From an optimization exercise on the open Yosys and OpenROAD flow, aimed at small area, a short achievable clock period and few clock cycles per item; shortcuts taken in it are not production practice.
Power is estimated from default activity; no workload was simulated.

==> 07-15 <==
==> flow/design.v <==
`timescale 1ns/1ns
module deinterlacer_v2 (
	clock,
	reset,
	dout_data,
	dout_ready,
	dout_valid,
	dout_startofpacket,
	dout_endofpacket,
	din_data,
	din_ready,
	din_valid,
	din_startofpacket,
	din_endofpacket
);
localparam DW = 24;
input  logic          clock;
input  logic          reset;
output logic [DW-1:0] dout_data;
input  logic          dout_ready;
output logic          dout_valid;
output logic          dout_startofpacket;
output logic          dout_endofpacket;
input  logic [DW-1:0] din_data;
output logic          din_ready;
input  logic          din_valid;
input  logic          din_startofpacket;
input  logic          din_endofpacket;
localparam [2:0] S_C0 = 3'd0, S_C1 = 3'd1, S_C2 = 3'd2, S_C3 = 3'd3,
                 S_HDR = 3'd4, S_PIX = 3'd5;
logic [2:0] ss;                     
localparam [2:0] O_IDLE = 3'd0, O_B1 = 3'd1, O_B2 = 3'd2, O_B3 = 3'd3,
                 O_VHDR = 3'd4, O_PIX = 3'd5;
logic [2:0] so;                     
logic [4:0]  wm1;                   
logic        wsel;                  
logic        oact;                  
logic        ahead;                 
logic        wfull;                 
logic        copy1;                 
logic        lastline;              
logic [4:0]  wp, op;                
logic [4:0]  k;                     
logic [DW-1:0]    r0;
logic [16*DW-1:0] s16;
logic [8*DW-1:0]  s8;               
logic [4*DW-1:0]  s4;
logic [2*DW-1:0]  s2;               
logic [DW-1:0]    s1;
wire  [DW-1:0] o16_n = ~(wm1[4] ? s16[16*DW-1 -: DW] : r0);
wire  [DW-1:0] o8    = ~(wm1[3] ? s8[8*DW-1 -: DW]   : o16_n);
wire  [DW-1:0] o4_n  = ~(wm1[2] ? s4[4*DW-1 -: DW]   : o8);
wire  [DW-1:0] o2    = ~(wm1[1] ? s2[2*DW-1 -: DW]   : o4_n);
wire  [DW-1:0] tap_n = ~(wm1[0] ? s1                 : o2);
always_ff @(posedge clock) begin : loop
	r0  <= wsel ? din_data : ~tap_n;
	s16 <= {s16[15*DW-1:0], r0};
	s8  <= {s8[7*DW-1:0], o16_n};
	s4  <= {s4[3*DW-1:0], o8};
	s2  <= {s2[DW-1:0], o4_n};
	s1  <= o2;
end
wire sink_ctl  = (ss == S_C1) || (ss == S_C2) || (ss == S_C3);
wire in_fire   = din_valid && (ss == S_C0 || ss == S_HDR || wsel);
wire write_now = din_valid && wsel;
wire pwrite    = write_now && (ss == S_PIX);
wire cwrite    = write_now && sink_ctl;
wire can_load  = ovalid_n || dout_ready;
wire op_last   = (op == wm1);
wire wp_last   = (wp == wm1);
wire [4:0] k_p1   = k + 5'd1;
wire [4:0] k_inc  = (k == wm1) ? 5'd0 : k_p1;
wire pix_ready = oact && (k == op) && (copy1 || ahead || wfull || wp != op);
wire pix_load  = (so == O_PIX) && pix_ready && can_load;
wire retire    = pix_load && copy1 && op_last;
wire fresh     = pwrite && !oact;                                
wire start     = pwrite && (wp == 5'd0) && (wfull || !oact);     
wire b3_in     = (ss == S_HDR) || (ss == S_PIX);
wire ctl_ready = (so == O_IDLE) ? (ss != S_C0) :
                 (so == O_B1)   ? ((ss != S_C1) && k == 5'd0) :
                 (so == O_B2)   ? (b3_in && k == 5'd2) :
                 (so == O_B3)   ? (k == 5'd0) : 1'b1;
logic [2:0] ss_n, so_n;
always_comb begin
	ss_n = ss;
	if (in_fire)
		case (ss)
			S_C0  : ss_n = S_C1;
			S_C1  : ss_n = S_C2;
			S_C2  : ss_n = S_C3;
			S_C3  : ss_n = S_HDR;
			S_HDR : ss_n = S_PIX;
			default : if (wp_last && din_endofpacket) ss_n = S_C0;
		endcase
	so_n = so;
	case (so)
		O_IDLE, O_B1, O_B2, O_B3, O_VHDR : if (ctl_ready && can_load) so_n = so + 3'd1;
		default : if (retire && lastline && !ahead) so_n = O_IDLE;
	endcase
end
wire oact_n   = (oact && !(retire && !ahead)) || pwrite;
wire ahead_n  = oact && !retire && (ahead || start);
wire wfull_n  = pwrite ? wp_last : (wfull && !(retire && !ahead));
wire [4:0] wp_n = pwrite ? (wp_last ? 5'd0 : wp + 5'd1) : wp;
wire [4:0] op_n = pix_load ? k_inc : op;
wire copy1_n    = (pix_load && op_last) ? ~copy1 : copy1;
wire [4:0] k_n  = (fresh || (cwrite && ss == S_C1)) ? 5'd0 : k_inc;
wire lastline_n = (pwrite && wp_last) ? din_endofpacket : (lastline && !(retire && !ahead));
wire wp_zero   = (wp == 5'd0);
wire mid_w     = !wp_last && !ahead && (!(wp_zero && wfull) || op[4:1] != 4'd0);
wire k2_wp     = (k_p1 + 5'd1 == wp) || (k == wm1 && wp == 5'd1);
wire mid_nw    = !wfull && !wp_zero && k2_wp && !ahead;
wire early_n   = wfull && copy1 && op != 5'd0 && k_p1 == wm1 && wm1 != 5'd0 && !lastline && !ahead;
wire sp0       = (so == O_VHDR) ||
                 (so == O_PIX && !(lastline && copy1 && op_last && k == op && !ahead));
wire sp1       = (so == O_B3 && ctl_ready);
wire sc0       = (so == O_B1) || (so == O_B2) || (so == O_B3);
wire sc1       = (so == O_IDLE && ss != S_C0);
wire spix_v    = (ss == S_HDR) || (ss == S_PIX && !(wsel && wp_last && din_endofpacket));
wire spix_nv   = (ss == S_PIX);
wire [2:0] ss_v  = (ss == S_C0)  ? S_C1 :
                   (ss == S_HDR) ? S_PIX :
                   (ss == S_PIX) ? ((wsel && wp_last && din_endofpacket) ? S_C0 : S_PIX) :
                   wsel ? ss + 3'd1 : ss;
wire [4:0] k_cv  = (wsel && ss == S_C1) ? 5'd0 : k_inc;
logic [3:0] wsel_c, drdy_c;
for (genvar i = 0; i < 4; i++) begin : nxt
	wire       dv    = i[0];
	wire       cl    = i[1] ? 1'b1 : ovalid_n;
	wire [2:0] ss_x  = dv ? ss_v : ss;
	wire [4:0] k_x   = dv ? k_cv : k_inc;
	wire       pix_x = (dv ? spix_v : spix_nv) && (sp0 || (sp1 && cl)) &&
	                   ((dv && wsel) ? (mid_w || early_n) : (mid_nw || early_n || !oact));
	wire       ctl_x = (sc0 || (sc1 && cl)) &&
	                   ((ss_x == S_C1) || (ss_x == S_C2 && k_x == 5'd0) || (ss_x == S_C3 && k_x == 5'd1));
	assign wsel_c[i] = pix_x || ctl_x;
	assign drdy_c[i] = (ss_x == S_C0) || (ss_x == S_HDR) || pix_x || ctl_x;
end
wire wsel_n = dout_ready ? (din_valid ? wsel_c[3] : wsel_c[2]) : (din_valid ? wsel_c[1] : wsel_c[0]);
wire drdy_n = dout_ready ? (din_valid ? drdy_c[3] : drdy_c[2]) : (din_valid ? drdy_c[1] : drdy_c[0]);
always_ff @(posedge clock or posedge reset) begin : states
	if (reset) begin
		ss        <= S_C0;
		so        <= O_IDLE;
		wsel      <= 0;
		oact      <= 0;
		ahead     <= 0;
		wfull     <= 0;
		copy1     <= 0;
		lastline  <= 0;
		wp        <= 0;
		op        <= 0;
		k         <= 0;
	end else begin
		ss        <= ss_n;
		so        <= so_n;
		wsel      <= wsel_n;
		oact      <= oact_n;
		ahead     <= ahead_n;
		wfull     <= wfull_n;
		copy1     <= copy1_n;
		lastline  <= lastline_n;
		wp        <= wp_n;
		op        <= op_n;
		k         <= k_n;
	end
end
always_ff @(posedge clock) begin : ready_port
	din_ready <= drdy_n;
end
wire [DW-1:0] cb2 = s16[2*DW-1 -: DW];
wire [DW-1:0] cb1 = s16[3*DW-1 -: DW];
always_ff @(posedge clock) begin : loop_length
	if (so == O_IDLE && ctl_ready && can_load)
		wm1 <= 5'd2;
	else if (so == O_B3 && ctl_ready && can_load)
		wm1 <= {cb1[16], cb2[3:0]} - 5'd1;
end
logic ovalid_n;
wire  oload  = (so == O_PIX) ? pix_load : (ctl_ready && can_load);
wire  valid_n = oload || (!ovalid_n && !dout_ready);
always_ff @(posedge clock or posedge reset) begin : source_ctl
	if (reset) begin
		dout_valid <= 0;
		ovalid_n   <= 1;
	end else begin
		dout_valid <= valid_n;
		ovalid_n   <= !valid_n;
	end
end
logic [DW-1:0] odata;
logic          osop, oeop;
always_comb begin
	case (so)
		O_IDLE : begin
			odata = 24'h00_00_0F;
			osop  = 1;
			oeop  = 0;
		end
		O_B1 : begin
			odata = {4'h0, r0[19:16], 4'h0, r0[11:8], 4'h0, r0[3:0]};
			osop  = 0;
			oeop  = 0;
		end
		O_B2 : begin
			odata = {4'h0, s16[18:16], r0[3], 4'h0, s16[10:8], s16[19], 4'h0, s16[3:0]};
			osop  = 0;
			oeop  = 0;
		end
		O_B3 : begin
			odata = {4'h0, 4'h2, 4'h0, s16[10:8], 1'b0, 4'h0, s16[2:0], s16[11]};
			osop  = 0;
			oeop  = 1;
		end
		O_VHDR : begin
			odata = 24'h00_00_00;
			osop  = 1;
			oeop  = 0;
		end
		default : begin
			odata = r0;
			osop  = 0;
			oeop  = copy1 && op_last && lastline && !ahead;
		end
	endcase
end
always_ff @(posedge clock) begin : source_data
	if (can_load) begin
		dout_data          <= odata;
		dout_startofpacket <= osop;
		dout_endofpacket   <= oeop;
	end
end
endmodule
==> flow/flow/run.sh <==
#!/bin/bash
# Standard layout with these changes in how it is made:
#  - the synthesized netlist's combinational cells start at their smallest
#    drive strength (repair sizes up what timing needs);
#  - plain buffers on the ports;
#  - flip-flops that drive output ports are placed at their port buffers;
#  - no CTS dummy loads, larger clock sink clusters;
set -euo pipefail
export SETUP_SLACK_MARGIN=5.25
export BUFFER_PORTS_ARGS="-buffer_cell sky130_fd_sc_hd__buf_2"
export PRE_DETAIL_PLACE_TCL="$PWD/flow/move_oflops.tcl"
export CTS_ARGS="-sink_clustering_enable -repair_clock_nets -dont_use_dummy_load -sink_clustering_size 20 -sink_clustering_max_diameter 60 -sink_buffer_max_cap_derate 0.2 -buf_list {sky130_fd_sc_hd__clkbuf_8 sky130_fd_sc_hd__clkbuf_16} -root_buf sky130_fd_sc_hd__clkbuf_16 -tree_buf sky130_fd_sc_hd__clkbuf_16 -sink_clustering_buffer sky130_fd_sc_hd__clkbuf_8"
R=orfs/results/sky130hd/deinterlacer_v2/base
bash standard.sh synth > synth.log 2>&1
python3 flow/downsize.py "$FLOW_HOME/platforms/sky130hd/lib/sky130_fd_sc_hd__tt_025C_1v80.lib" "$R/1_2_yosys.v" > downsize.log 2>&1
rm -f "$R/1_synth.odb" "$R/1_synth.sdc"
bash standard.sh > standard.log 2>&1
==> flow/flow/downsize.py <==
#!/usr/bin/env python3
"""Swap every combinational cell of the synthesized netlist for the smallest
drive strength of the same cell (same function and pins); the layout's
repair steps then size up what timing needs. Flip-flops are left alone."""
import re, sys
lib, net = sys.argv[1], sys.argv[2]
area = {}
cur = None
for line in open(lib):
    m = re.match(r'\s*cell\s*\(\s*"?(sky130_fd_sc_hd__\w+?)"?\s*\)', line)
    if m:
        cur = m.group(1)
        continue
    m = re.match(r'\s*area\s*:\s*([0-9.]+)', line)
    if m and cur:
        area[cur] = float(m.group(1))
        cur = None
dont = set(sys.argv[3].split()) if len(sys.argv) > 3 else set()
best = {}
for c, a in area.items():
    m = re.match(r'(sky130_fd_sc_hd__\w+)_(\d+)$', c)
    if not m or c in dont:
        continue
    base = m.group(1)
    if base not in best or a < area[best[base]]:
        best[base] = c
seq = re.compile(r'sky130_fd_sc_hd__(df|edf|sdf|dl|clk|conb|tap|fill|decap|lpflow|probe)')
text = open(net).read()
swaps = {}
def sub(m):
    c = m.group(0)
    mm = re.match(r'(sky130_fd_sc_hd__\w+)_(\d+)$', c)
    if not mm or seq.match(c):
        return c
    b = best.get(mm.group(1))
    if b and b != c and area[b] < area[c]:
        swaps[c] = swaps.get(c, 0) + 1
        return b
    return c
text = re.sub(r'\bsky130_fd_sc_hd__\w+\b', sub, text)
open(net, 'w').write(text)
for c, n in sorted(swaps.items()):
    print(c, '->', sub(re.match(r'.*', c)) if False else best[re.match(r'(sky130_fd_sc_hd__\w+)_(\d+)$', c).group(1)], n)
==> flow/flow/move_oflops.tcl <==
# Before detailed placement: put each flip-flop that drives an output port's
# buffer at that buffer's spot (detailed placement then legalizes both), so
# the flip-flop's output does not cross the die to reach the port.
set block [ord::get_db_block]
set moved 0
foreach bterm [$block getBTerms] {
  if {[$bterm getIoType] != "OUTPUT"} { continue }
  set net [$bterm getNet]
  if {$net == "NULL"} { continue }
  foreach bit [$net getITerms] {
    if {![$bit isOutputSignal]} { continue }
    set buf [$bit getInst]
    foreach in [$buf getITerms] {
      if {![$in isInputSignal]} { continue }
      set inet [$in getNet]
      if {$inet == "NULL"} { continue }
      foreach d [$inet getITerms] {
        if {![$d isOutputSignal]} { continue }
        set ff [$d getInst]
        if {[[$ff getMaster] isSequential]} {
          lassign [$buf getLocation] x y
          $ff setLocation $x $y
          incr moved
        }
      }
    }
  }
}
puts "move_oflops: moved $moved flip-flops next to their output buffers"
==> flow/standard.sh <==
#!/bin/bash
# synth_recipe.tcl (not shown) runs the flow's synth.tcl, then flattens the netlist and writes it again
# the make line also repeats each setting of config.mk as NAME=value (left out here)
make -C /OpenROAD-flow-scripts/flow DESIGN_CONFIG=/design/flow/config.mk WORK_HOME=/design/flow/orfs CLKGATE_MAP_FILE= SYNTH_SCRIPT=/design/flow/synth_recipe.tcl "${@:-finish}"
==> flow/config.mk <==
export PLATFORM = sky130hd
export DESIGN_NAME = deinterlacer_v2
export DESIGN_NICKNAME = deinterlacer_v2
export VERILOG_FILES = /design/flow/design.v
export SDC_FILE = /design/flow/constraint.sdc
export NUM_CORES = 4
export LEC_CHECK = 0
export ABC_CLOCK_PERIOD_IN_PS = 2500
export CAP_MARGIN = 20
export CORE_MARGIN = 2
export CORE_UTILIZATION = 60
export PLACE_DENSITY = 0.8
export SLEW_MARGIN = 20
==> flow/constraint.sdc <==
create_clock -name core_clock -period 8.0 [get_ports {clock}]
set_input_delay 1.6000 -clock core_clock [delete_from_list [all_inputs] [get_ports {clock}]]
set_output_delay 1.6000 -clock core_clock [all_outputs]
set_load 0.01 [all_outputs]
==> 03-01 (differences from 07-15) <==
==> flow/design.v, changed modules only <==
module deinterlacer_v2 (
	clock,
	reset,
	dout_data,
	dout_ready,
	dout_valid,
	dout_startofpacket,
	dout_endofpacket,
	din_data,
	din_ready,
	din_valid,
	din_startofpacket,
	din_endofpacket
);
localparam DW = 24;
input  logic          clock;
input  logic          reset;
output logic [DW-1:0] dout_data;
input  logic          dout_ready;
output logic          dout_valid;
output logic          dout_startofpacket;
output logic          dout_endofpacket;
input  logic [DW-1:0] din_data;
output logic          din_ready;
input  logic          din_valid;
input  logic          din_startofpacket;
input  logic          din_endofpacket;
localparam S_C0 = 0, S_C1 = 1, S_C2 = 2, S_C3 = 3, S_HDR = 4, S_PIX = 5;
logic [5:0] ss;                     
localparam O_IDLE = 0, O_B1 = 1, O_B2 = 2, O_B3 = 3, O_VHDR = 4, O_PIX = 5;
logic [5:0] so;                     
logic [4:0]  wm1;                   
logic        wsel;                  
logic        oact;                  
logic        ahead;                 
logic        wfull;                 
logic        copy1;                 
logic        lastline;              
logic [4:0]  wp, op;                
logic [4:0]  k;                     
logic [DW-1:0]    r0;
logic [16*DW-1:0] s16;
logic [8*DW-1:0]  s8;               
logic [4*DW-1:0]  s4;
logic [2*DW-1:0]  s2;               
logic [DW-1:0]    s1;
wire  [DW-1:0] o16_n = ~(wm1[4] ? s16[16*DW-1 -: DW] : r0);
wire  [DW-1:0] o8    = ~(wm1[3] ? s8[8*DW-1 -: DW]   : o16_n);
wire  [DW-1:0] o4_n  = ~(wm1[2] ? s4[4*DW-1 -: DW]   : o8);
wire  [DW-1:0] o2    = ~(wm1[1] ? s2[2*DW-1 -: DW]   : o4_n);
wire  [DW-1:0] tap_n = ~(wm1[0] ? s1                 : o2);
always_ff @(posedge clock) begin : loop
	r0  <= wsel ? din_data : ~tap_n;
	s16 <= {s16[15*DW-1:0], r0};
	s8  <= {s8[7*DW-1:0], o16_n};
	s4  <= {s4[3*DW-1:0], o8};
	s2  <= {s2[DW-1:0], o4_n};
	s1  <= o2;
end
wire sink_ctl  = ss[S_C1] || ss[S_C2] || ss[S_C3];
wire in_fire   = din_valid && (ss[S_C0] || ss[S_HDR] || wsel);
wire write_now = din_valid && wsel;
wire pwrite    = write_now && ss[S_PIX];
wire cwrite    = write_now && sink_ctl;
wire can_load  = ovalid_n || dout_ready;
wire op_last   = (op == wm1);
wire wp_last   = (wp == wm1);
wire [4:0] k_p1   = k + 5'd1;
wire [4:0] k_inc  = (k == wm1) ? 5'd0 : k_p1;
wire pix_ready = oact && (k == op) && (copy1 || ahead || wfull || wp != op);
wire pix_load  = so[O_PIX] && pix_ready && can_load;
wire retire    = pix_load && copy1 && op_last;
wire fresh     = pwrite && !oact;                                
wire start     = pwrite && (wp == 5'd0) && (wfull || !oact);     
wire b3_in     = ss[S_HDR] || ss[S_PIX];
wire ctl_ready = (so[O_IDLE] && !ss[S_C0]) ||
                 (so[O_B1] && !ss[S_C1] && k == 5'd0) ||
                 (so[O_B2] && b3_in && k == 5'd2) ||
                 (so[O_B3] && k == 5'd0) ||
                 so[O_VHDR] || so[O_PIX];
wire [5:0] ss_n = !in_fire ? ss :
                  ss[S_PIX] ? ((wp_last && din_endofpacket) ? 6'd1 << S_C0 : ss) :
                  {ss[4:0], 1'b0};
wire [5:0] so_n = so[O_PIX] ? ((retire && lastline && !ahead) ? 6'd1 << O_IDLE : so) :
                  (ctl_ready && can_load) ? {so[4:0], 1'b0} : so;
wire oact_n   = (oact && !(retire && !ahead)) || pwrite;
wire ahead_n  = oact && !retire && (ahead || start);
wire wfull_n  = pwrite ? wp_last : (wfull && !(retire && !ahead));
wire [4:0] wp_n = pwrite ? (wp_last ? 5'd0 : wp + 5'd1) : wp;
wire [4:0] op_n = pix_load ? k_inc : op;
wire copy1_n    = (pix_load && op_last) ? ~copy1 : copy1;
wire [4:0] k_n  = (fresh || (cwrite && ss[S_C1])) ? 5'd0 : k_inc;
wire lastline_n = (pwrite && wp_last) ? din_endofpacket : (lastline && !(retire && !ahead));
wire wp_zero   = (wp == 5'd0);
wire mid_w     = !wp_last && !ahead && (!(wp_zero && wfull) || op[4:1] != 4'd0);
wire k2_wp     = (k_p1 + 5'd1 == wp) || (k == wm1 && wp == 5'd1);
wire mid_nw    = !wfull && !wp_zero && k2_wp && !ahead;
wire early_n   = wfull && copy1 && op != 5'd0 && k_p1 == wm1 && wm1 != 5'd0 && !lastline && !ahead;
wire sp0       = so[O_VHDR] ||
                 (so[O_PIX] && !(lastline && copy1 && op_last && k == op && !ahead));
wire sp1       = (so[O_B3] && ctl_ready);
wire sc0       = so[O_IDLE] || so[O_B1] || so[O_B2] || so[O_B3];
wire sc1       = (so[O_PIX] && pix_ready && copy1 && op_last && lastline && !ahead);
wire spix_v    = ss[S_HDR] || (ss[S_PIX] && !(wsel && wp_last && din_endofpacket));
wire spix_nv   = ss[S_PIX];
wire [5:0] ss_v  = ss[S_C0]  ? 6'd1 << S_C1 :
                   ss[S_HDR] ? 6'd1 << S_PIX :
                   ss[S_PIX] ? ((wsel && wp_last && din_endofpacket) ? 6'd1 << S_C0 : ss) :
                   wsel ? {ss[4:0], 1'b0} : ss;
wire [4:0] k_cv  = (wsel && ss[S_C1]) ? 5'd0 : k_inc;
logic [3:0] wsel_c, drdy_c;
for (genvar i = 0; i < 4; i++) begin : nxt
	wire       dv    = i[0];
	wire       cl    = i[1] ? 1'b1 : ovalid_n;
	wire [5:0] ss_x  = dv ? ss_v : ss;
	wire [4:0] k_x   = dv ? k_cv : k_inc;
	wire       pix_x = (dv ? spix_v : spix_nv) && (sp0 || (sp1 && cl)) &&
	                   ((dv && wsel) ? (mid_w || early_n) : (mid_nw || early_n || !oact));
	wire       ctl_x = (sc0 || (sc1 && cl)) &&
	                   (ss_x[S_C1] || (ss_x[S_C2] && k_x == 5'd0) || (ss_x[S_C3] && k_x == 5'd1));
	assign wsel_c[i] = pix_x || ctl_x;
	assign drdy_c[i] = ss_x[S_C0] || ss_x[S_HDR] || pix_x || ctl_x;
end
wire wsel_n = dout_ready ? (din_valid ? wsel_c[3] : wsel_c[2]) : (din_valid ? wsel_c[1] : wsel_c[0]);
wire drdy_n = dout_ready ? (din_valid ? drdy_c[3] : drdy_c[2]) : (din_valid ? drdy_c[1] : drdy_c[0]);
always_ff @(posedge clock or posedge reset) begin : states
	if (reset) begin
		ss        <= 6'd1 << S_C0;
		so        <= 6'd1 << O_IDLE;
		wsel      <= 0;
		oact      <= 0;
		ahead     <= 0;
		wfull     <= 0;
		copy1     <= 0;
		lastline  <= 0;
		wp        <= 0;
		op        <= 0;
		k         <= 0;
	end else begin
		ss        <= ss_n;
		so        <= so_n;
		wsel      <= wsel_n;
		oact      <= oact_n;
		ahead     <= ahead_n;
		wfull     <= wfull_n;
		copy1     <= copy1_n;
		lastline  <= lastline_n;
		wp        <= wp_n;
		op        <= op_n;
		k         <= k_n;
	end
end
always_ff @(posedge clock) begin : ready_port
	din_ready <= drdy_n;
end
wire [DW-1:0] cb2 = s16[2*DW-1 -: DW];
wire [DW-1:0] cb1 = s16[3*DW-1 -: DW];
wire [4:0] wm1_fld = {cb1[16], cb2[3:0]} - 5'd1;
always_ff @(posedge clock) begin : loop_length
	if (so[O_IDLE])
		wm1 <= 5'd2;
	else if (so[O_B3] && ctl_ready && can_load)
		wm1 <= wm1_fld;
end
logic ovalid_n;
wire  oload  = so[O_PIX] ? pix_load : (ctl_ready && can_load);
wire  valid_n = oload || (!ovalid_n && !dout_ready);
always_ff @(posedge clock or posedge reset) begin : source_ctl
	if (reset) begin
		dout_valid <= 0;
		ovalid_n   <= 1;
	end else begin
		dout_valid <= valid_n;
		ovalid_n   <= !valid_n;
	end
end
wire [DW-1:0] odata = ({DW{so[O_IDLE]}} & 24'h00_00_0F) |
                      ({DW{so[O_B1]}}   & {4'h0, r0[19:16], 4'h0, r0[11:8], 4'h0, r0[3:0]}) |
                      ({DW{so[O_B2]}}   & {4'h0, s16[18:16], r0[3], 4'h0, s16[10:8], s16[19], 4'h0, s16[3:0]}) |
                      ({DW{so[O_B3]}}   & {4'h0, 4'h2, 4'h0, s16[10:8], 1'b0, 4'h0, s16[2:0], s16[11]}) |
                      ({DW{so[O_PIX]}}  & r0);
wire osop = so[O_IDLE] || so[O_VHDR];
wire oeop = so[O_B3] || (so[O_PIX] && copy1 && op_last && lastline && !ahead);
always_ff @(posedge clock) begin : source_data
	if (can_load) begin
		dout_data          <= odata;
		dout_startofpacket <= osop;
		dout_endofpacket   <= oeop;
	end
end
endmodule
--- a/flow/flow/run.sh
+++ b/flow/flow/run.sh
@@ -6,5 +6,6 @@
 #  - flip-flops that drive output ports are placed at their port buffers;
-#  - no CTS dummy loads, larger clock sink clusters;
+#  - clock tree: no dummy loads, clusters of up to 20 flip-flops on
+#    clkbuf_8, clkbuf_16 above them;
 set -euo pipefail
-export SETUP_SLACK_MARGIN=5.25
+export SETUP_SLACK_MARGIN=5.35
 export BUFFER_PORTS_ARGS="-buffer_cell sky130_fd_sc_hd__buf_2"
==> run notes <==
Between 07-15 and 03-01, the lower cell area is in 03-01 (gap 1.4%, measured against 03-01). Of 03-01 and 07-15, 03-01 has the higher critical path depth (gap 5). 03-01 went through all stages and came out clean. 07-15 ran to the end with no violations. In 03-01 the maximum frequency is larger than in 07-15, by 0.82%. Of 03-01 and 07-15, 07-15 has the higher clock skew (gap 67 ps).
==> figures <==
| quantity | 07-15 | 03-01 |
|---|---|---|
| Core area | 34300 µm² | 33700 µm² |
| Final non-filler cell area | 22500 µm² | 22100 µm² |
| Placer's final routability congestion estimate | 0.859 | 0.867 |
| Sequential area share after synthesis | 0.814 | 0.830 |
| Clock-net power | 0.00174 W | 0.00170 W |
| Layout sequential cell count | 829 | 835 |
| Overall routing resource usage | 0.191 | 0.179 |
| Clock transition at the registers of the reported paths | 120 ps | 110 ps |
| Result of the run | finished clean | finished clean |
| Cell with the largest stage delay on the worst path | edfxtp_1 | nor4b_1 |
No run of this note included a check of the RTL's function; only the layout flow was run.

-- re-timing with driven ports --
How much do the figures lean on ideal ports? The routed layouts below were timed once more, with nothing changed but the port constraints. Step 1 (the two cells are an assumption about what drives the block):
set clk [get_ports {clock}]
set_driving_cell -lib_cell sky130_fd_sc_hd__clkbuf_16 $clk
set_driving_cell -lib_cell sky130_fd_sc_hd__buf_2 [delete_from_list [all_inputs] $clk]
Step 2 also shifts input and output timing later by t, the mid clock arrival at the registers, as if the neighbouring blocks saw the same clock. Slacks: no drivers / after step 1 / after step 2; pairs: no drivers / after step 1.
| run | shift t [ns] | slack for setup (ns) | clock arrival spread, ns |
|---|---|---|---|
| 07-15 | 0.578 | 5.244 / 5.192 / 4.750 | 0.094 / 0.094 |
| 03-01 | 0.583 | 5.267 / 5.270 / 4.690 | 0.037 / 0.037 |
After both steps every run listed still meets setup and hold. The setup slack of 03-01, which loses most, moves by +0.003 ns with the drivers and by -0.577 ns with both steps.
